This design comes from an exercise in tuning for small area on the open sky130 flow, not from production work. Only simulation tests tie the RTL to the original design; equivalence was not proved. Power and IR drop assume default switching activity.

== the baseline ==
==> flow/design.v <==
module ROM_COS(clka, ena, addra, douta);
input clka, ena;
input [9:0] addra;
output [11:0] douta;
assign douta = 12'd0;
endmodule
module ROM_SINE(clka, ena, addra, douta);
input clka, ena;
input [9:0] addra;
output [11:0] douta;
assign douta = 12'd0;
endmodule
module NCO(clk, rst, en, ncos, nsin);
input clk, rst, en;
output [11:0] ncos, nsin;
assign ncos = 12'd0;
assign nsin = 12'd0;
endmodule
module CO(clk, rst, en, I, Q, I_ro, Q_ro);
input clk, rst, en;
input [1:0] I;
input [1:0] Q;
output [13:0] I_ro;
output [13:0] Q_ro;
function [7:0] ADD; input [7:0] x; input [7:0] y; input ci;
  integer i; reg cy;
  begin
    cy = ci;
    for (i = 0; i < 8; i = i + 1) begin
      ADD[i] = x[i] ^ y[i] ^ cy;
      cy = (x[i] & y[i]) | (cy & (x[i] ^ y[i]));
    end
  end
endfunction
function [7:0] CNEG; input [7:0] x; input n;
  integer i; reg any;
  begin
    any = 1'b0;
    for (i = 0; i < 8; i = i + 1) begin
      CNEG[i] = x[i] ^ (n & any);
      any = any | x[i];
    end
  end
endfunction
function [7:0] MUL; input [1:0] k; input [5:0] s;
  MUL = ({8{k[1]}} & {1'b0, s, 1'b0}) | ({8{k[0]}} & {2'b0, s});
endfunction
reg [1:0] q;
reg p;
reg [6:0] xb;                
wire [6:0] x = ~xb;
reg [1:0] It, Qt;
integer j;
reg [6:0] xn;
reg cy;
always @(*) begin
  cy = 1'b1;
  for (j = 0; j < 7; j = j + 1) begin
    xn[j] = x[j] ^ cy;
    cy = cy & (x[j] ^ p);
  end
end
wire w = x[0] & (&(x[6:1] ^ {6{p}}));
always @(posedge clk or posedge rst) begin
  if (rst) begin
    q <= 2'd0;
    p <= 1'b0;
    xb <= 7'd0;
    It <= 2'd0;
    Qt <= 2'd0;
  end else begin
    q <= {q[1] ^ (q[0] & p & w), q[0] ^ (p & w)};
    p <= p ^ w;
    xb <= ~xn;
    It <= I;
    Qt <= Q;
  end
end
wire s = p & ~(|x);
wire [5:0] bt;
wire [4:0] st;
BIGT u_big(.a(x), .y(bt));
SMALLT u_small(.a(x), .y(st));
wire [5:0] A = s ? 6'd28 : bt;
wire [5:0] B = s ? 6'd28 : {1'b0, st};
wire sw = p ^ q[0];
wire cneg = q[1] ^ q[0];
wire sneg = q[1];
wire [1:0] mi = {It[1] & ~It[0], It[0]};    
wire [1:0] mq = {Qt[1] & ~Qt[0], Qt[0]};    
wire ic = It[1] ^ cneg, is = It[1] ^ sneg;   
wire qc = Qt[1] ^ cneg, qs = Qt[1] ^ sneg;   
wire [1:0] ia = sw ? mq : mi;
wire [1:0] ib = sw ? mi : mq;
wire isa = sw ? ~qs : ic;
wire isb = sw ? ic : ~qs;
wire qsa = sw ? is : qc;
wire qsb = sw ? qc : is;
wire [5:0] fi = {isa, isa ^ isb, ib, ia};
wire [5:0] fq = {qsa, qsa ^ qsb, ia, ib};
wire [7:0] wi = ADD(MUL(fi[1:0], A), MUL(fi[3:2], B) ^ {8{fi[4]}}, fi[4]);
wire [7:0] wq = ADD(MUL(fq[1:0], A), MUL(fq[3:2], B) ^ {8{fq[4]}}, fq[4]);
reg [7:0] ir, qr;
always @(posedge clk or posedge rst) begin
  if (rst) begin
    ir <= 8'd0;
    qr <= 8'd0;
  end else if (en) begin
    ir <= CNEG(wi, fi[5]);
    qr <= CNEG(wq, fq[5]);
  end
end
assign I_ro = {{6{ir[7]}}, ir};
assign Q_ro = {{6{qr[7]}}, qr};
endmodule
module BIGT(a, y);
  input [6:0] a;
  output [5:0] y;
  wire new_n14, new_n15, new_n16, new_n17, new_n18, new_n19, new_n20,
    new_n21, new_n22, new_n23, new_n24, new_n25, new_n26, new_n27, new_n28,
    new_n29, new_n30, new_n31, new_n32, new_n33, new_n34, new_n35, new_n36,
    new_n37, new_n38, new_n39, new_n40, new_n42, new_n43, new_n44, new_n45,
    new_n46, new_n47, new_n48, new_n50, new_n51, new_n52;
  assign new_n14 = ~a[0] & ~a[1];
  assign new_n15 = a[2] & ~new_n14;
  assign new_n16 = a[0] & a[1];
  assign new_n17 = ~a[1] & a[5];
  assign new_n18 = ~a[4] & ~new_n17;
  assign new_n19 = ~new_n16 & ~new_n18;
  assign new_n20 = new_n15 & ~new_n19;
  assign new_n21 = ~a[3] & ~new_n20;
  assign new_n22 = ~a[5] & ~new_n16;
  assign new_n23 = a[3] & new_n15;
  assign new_n24 = ~new_n22 & new_n23;
  assign new_n25 = ~new_n21 & ~new_n24;
  assign new_n26 = a[6] & ~new_n25;
  assign new_n27 = a[0] & a[6];
  assign new_n28 = ~a[1] & ~a[2];
  assign new_n29 = ~new_n27 & new_n28;
  assign new_n30 = a[3] & a[4];
  assign new_n31 = ~new_n29 & new_n30;
  assign new_n32 = a[5] & new_n31;
  assign new_n33 = ~new_n26 & ~new_n32;
  assign new_n34 = ~a[4] & ~new_n24;
  assign new_n35 = a[5] & ~new_n34;
  assign new_n36 = ~a[5] & new_n34;
  assign new_n37 = ~new_n35 & ~new_n36;
  assign new_n38 = a[6] & new_n37;
  assign new_n39 = ~a[5] & ~a[6];
  assign new_n40 = ~new_n31 & new_n39;
  assign y[2] = ~new_n38 & ~new_n40;
  assign new_n42 = new_n37 & y[2];
  assign new_n43 = new_n33 & ~new_n42;
  assign new_n44 = a[2] & ~a[3];
  assign new_n45 = ~new_n16 & ~new_n44;
  assign new_n46 = a[4] & a[5];
  assign new_n47 = ~new_n45 & new_n46;
  assign new_n48 = new_n26 & new_n47;
  assign y[0] = ~new_n43 & ~new_n48;
  assign new_n50 = new_n31 & ~new_n33;
  assign new_n51 = a[6] & new_n34;
  assign new_n52 = ~new_n40 & ~new_n51;
  assign y[1] = ~new_n50 & new_n52;
  assign y[4] = a[6] & new_n35;
  assign y[3] = new_n40 | y[4];
  assign y[5] = ~y[4];
endmodule
module SMALLT(a, y);
  input [6:0] a;
  output [4:0] y;
  wire new_n13, new_n14, new_n15, new_n16, new_n17, new_n18, new_n19,
    new_n20, new_n21, new_n22, new_n23, new_n24, new_n25, new_n26, new_n27,
    new_n28, new_n29, new_n30, new_n31, new_n32, new_n33, new_n34, new_n35,
    new_n36, new_n37, new_n38, new_n39, new_n40, new_n41, new_n42, new_n43,
    new_n44, new_n45, new_n46, new_n47, new_n49, new_n50, new_n51, new_n52,
    new_n53, new_n54, new_n55, new_n57, new_n58, new_n59, new_n60, new_n61,
    new_n62, new_n63, new_n65, new_n66, new_n67, new_n69;
  assign new_n13 = ~a[1] & a[4];
  assign new_n14 = ~a[0] & new_n13;
  assign new_n15 = a[3] & a[5];
  assign new_n16 = new_n14 & new_n15;
  assign new_n17 = a[0] & ~a[3];
  assign new_n18 = ~new_n13 & new_n17;
  assign new_n19 = ~a[1] & ~a[5];
  assign new_n20 = ~a[4] & ~new_n19;
  assign new_n21 = a[6] & ~new_n20;
  assign new_n22 = ~new_n18 & new_n21;
  assign new_n23 = ~new_n16 & ~new_n22;
  assign new_n24 = a[3] & ~a[5];
  assign new_n25 = a[2] & ~new_n24;
  assign new_n26 = new_n14 & ~new_n25;
  assign new_n27 = ~a[3] & a[5];
  assign new_n28 = ~a[2] & ~new_n27;
  assign new_n29 = ~new_n26 & ~new_n28;
  assign new_n30 = ~new_n23 & ~new_n29;
  assign new_n31 = ~a[5] & a[6];
  assign new_n32 = a[2] & ~new_n31;
  assign new_n33 = ~a[5] & ~a[6];
  assign new_n34 = ~a[4] & ~new_n28;
  assign new_n35 = ~new_n33 & ~new_n34;
  assign new_n36 = ~a[3] & a[6];
  assign new_n37 = ~a[0] & ~new_n36;
  assign new_n38 = a[1] & ~new_n37;
  assign new_n39 = ~new_n35 & new_n38;
  assign new_n40 = ~new_n32 & ~new_n39;
  assign new_n41 = ~a[4] & new_n36;
  assign new_n42 = a[5] & ~new_n41;
  assign new_n43 = a[0] & a[1];
  assign new_n44 = new_n32 & new_n43;
  assign new_n45 = ~new_n42 & new_n44;
  assign new_n46 = new_n23 & ~new_n45;
  assign new_n47 = ~new_n40 & new_n46;
  assign y[0] = new_n30 | new_n47;
  assign new_n49 = ~new_n30 & ~new_n45;
  assign new_n50 = a[5] & a[6];
  assign new_n51 = new_n49 & ~new_n50;
  assign new_n52 = ~new_n49 & new_n50;
  assign new_n53 = ~new_n51 & ~new_n52;
  assign new_n54 = ~a[3] & ~new_n53;
  assign new_n55 = a[3] & new_n53;
  assign y[1] = ~new_n54 & ~new_n55;
  assign new_n57 = a[3] & ~a[6];
  assign new_n58 = ~new_n36 & ~new_n57;
  assign new_n59 = ~new_n51 & ~new_n58;
  assign new_n60 = ~a[4] & ~new_n59;
  assign new_n61 = a[4] & ~new_n15;
  assign new_n62 = new_n59 & new_n61;
  assign new_n63 = ~new_n52 & ~new_n62;
  assign y[2] = ~new_n60 & new_n63;
  assign new_n65 = a[4] & new_n57;
  assign new_n66 = ~new_n41 & ~new_n65;
  assign new_n67 = ~new_n49 & ~new_n66;
  assign y[3] = new_n42 | new_n67;
  assign new_n69 = ~a[5] & new_n67;
  assign y[4] = a[6] & ~new_n69;
endmodule
export LEC_CHECK = 0
export ABC_AREA = 1
export CAP_MARGIN = 20
export CORE_MARGIN = 2
export CORE_UTILIZATION = 40
export SLEW_MARGIN = 20
export SYNTH_MEMORY_MAX_BITS = 32768
create_clock -name core_clock -period 5.0 [get_ports {clk}]
standard.sh (not shown) runs the stock make flow with config.mk's settings and CLKGATE_MAP_FILE= SYNTH_SCRIPT=/design/flow/synth_recipe.tcl, a recipe that flattens the netlist after the stock synthesis.
==> flow/flow/run.sh <==
#!/bin/bash
# Own layout flow: the standard layout (standard.sh), with these changes:
#  - synthesis maps with an area-only ABC script (flow/abc_area.script) instead of
#    ORFS's, which sizes and buffers for speed; everything else in synthesis is
#    the standard script (synth_recipe.tcl), so the registers are the same;
#  - synthesis extracts no full-adder cells (ADDER_MAP_FILE empty): ABC maps the
#    adders as gates, whose carry chain is faster than the full-adder cell's;
#  - port buffering uses the smallest buffer cell (every port still gets one);
#  - clock tree synthesis takes its arguments from flow/cts_args.txt (no dummy
#    loads, small clock buffers).
# ORFS writes each step's full log under orfs/logs; the make output of each
# standard.sh call goes to flow_synth.log and flow_finish.log here.
set -euo pipefail
W=$PWD
rm -rf "$W/myscripts"
cp -r "$FLOW_HOME/scripts" "$W/myscripts"
cp "$W/flow/abc_area.script" "$W/myscripts/abc_area.script"
export SCRIPTS_DIR="$W/myscripts"
export ADDER_MAP_FILE=
export BUFFER_PORTS_ARGS="-buffer_cell sky130_fd_sc_hd__buf_1"
if [[ -f "$W/flow/cts_args.txt" ]]; then
  CTS_ARGS="$(tr '\n' ' ' < "$W/flow/cts_args.txt")"
  export CTS_ARGS
fi
bash "$W/standard.sh" synth > "$W/flow_synth.log" 2>&1
bash "$W/standard.sh" finish > "$W/flow_finish.log" 2>&1
test -f "$W/out/final.def"
==> flow/flow/abc_area.script <==
strash
dch
map -a
topo
==> flow/flow/cts_args.txt <==
-sink_clustering_enable -repair_clock_nets -buf_list sky130_fd_sc_hd__clkbuf_4 -dont_use_dummy_load
The following lists how the candidate was set up differently from the baseline:
-- flow/design.v --
<<< the baseline, line 102
wire [7:0] wq = ADD(MUL(fq[1:0], A), MUL(fq[3:2], B) ^ {8{fq[4]}}, fq[4]);
reg [7:0] ir, qr;
always @(posedge clk or posedge rst) begin
  if (rst) begin
    ir <= 8'd0;
    qr <= 8'd0;
  end else if (en) begin
    ir <= CNEG(wi, fi[5]);
    qr <= CNEG(wq, fq[5]);
  end
end
assign I_ro = {{6{ir[7]}}, ir};
assign Q_ro = {{6{qr[7]}}, qr};
endmodule
module BIGT(a, y);
>>> the candidate, line 102
wire [7:0] wq = ADD(MUL(fq[1:0], A), MUL(fq[3:2], B) ^ {8{fq[4]}}, fq[4]);
reg [7:0] ir, qr;
reg ineg, qneg;
always @(posedge clk or posedge rst) begin
  if (rst) begin
    ir <= 8'd0;
    qr <= 8'd0;
    ineg <= 1'b0;
    qneg <= 1'b0;
  end else if (en) begin
    ir <= wi;
    qr <= wq;
    ineg <= fi[5];
    qneg <= fq[5];
  end
end
wire [7:0] ri = CNEG(ir, ineg);
wire [7:0] rq = CNEG(qr, qneg);
assign I_ro = {{6{ri[7]}}, ri};
assign Q_ro = {{6{rq[7]}}, rq};
endmodule
module BIGT(a, y);
## What came out
- Run comparison: the candidate first element of the critical path xb[5]$_DFF_PP0_; the baseline first element of the critical path xb[0]$_DFF_PP0_
- The total number of vias number comes out lower for the candidate vs the baseline.
- Delta (the candidate minus the baseline): power in the clock group level; share of the final layout cell area in sequential cells moved up.
- In the reports for the candidate and the baseline, the larger first-pass GRT wire length belongs to the baseline.
- Summary of the candidate over the baseline: number of fill cells in the layout +about 4%, HPWL after detailed placement -62 um.

[separate check: timing with driven ports]
No port has a modelled driver above. Below, the same layouts with a new extraction and two added sets of constraints.
Step 1: set_driving_cell puts a clkbuf_16 on clk and a buf_2 on each other input, an assumption about the parent block.
Step 2 moves the port delays by t, midway between the first and last clock arrival at a register: inputs arrive t later, outputs are due t later. That takes back most of the time a late clock gives input paths.
a / b / c = no drivers / after step 1 / after step 2; a / b = the first two.
| run | t, ns | setup slack, ns | clock arrival spread, ns |
|---|---|---|---|
| the baseline | 0.342 | 0.325 / 0.325 / 0.325 | 0.029 / 0.029 |
| the candidate | 0.353 | 0.801 / 0.801 / 0.801 | 0.034 / 0.034 |
After both steps setup and hold are still met in every run listed.
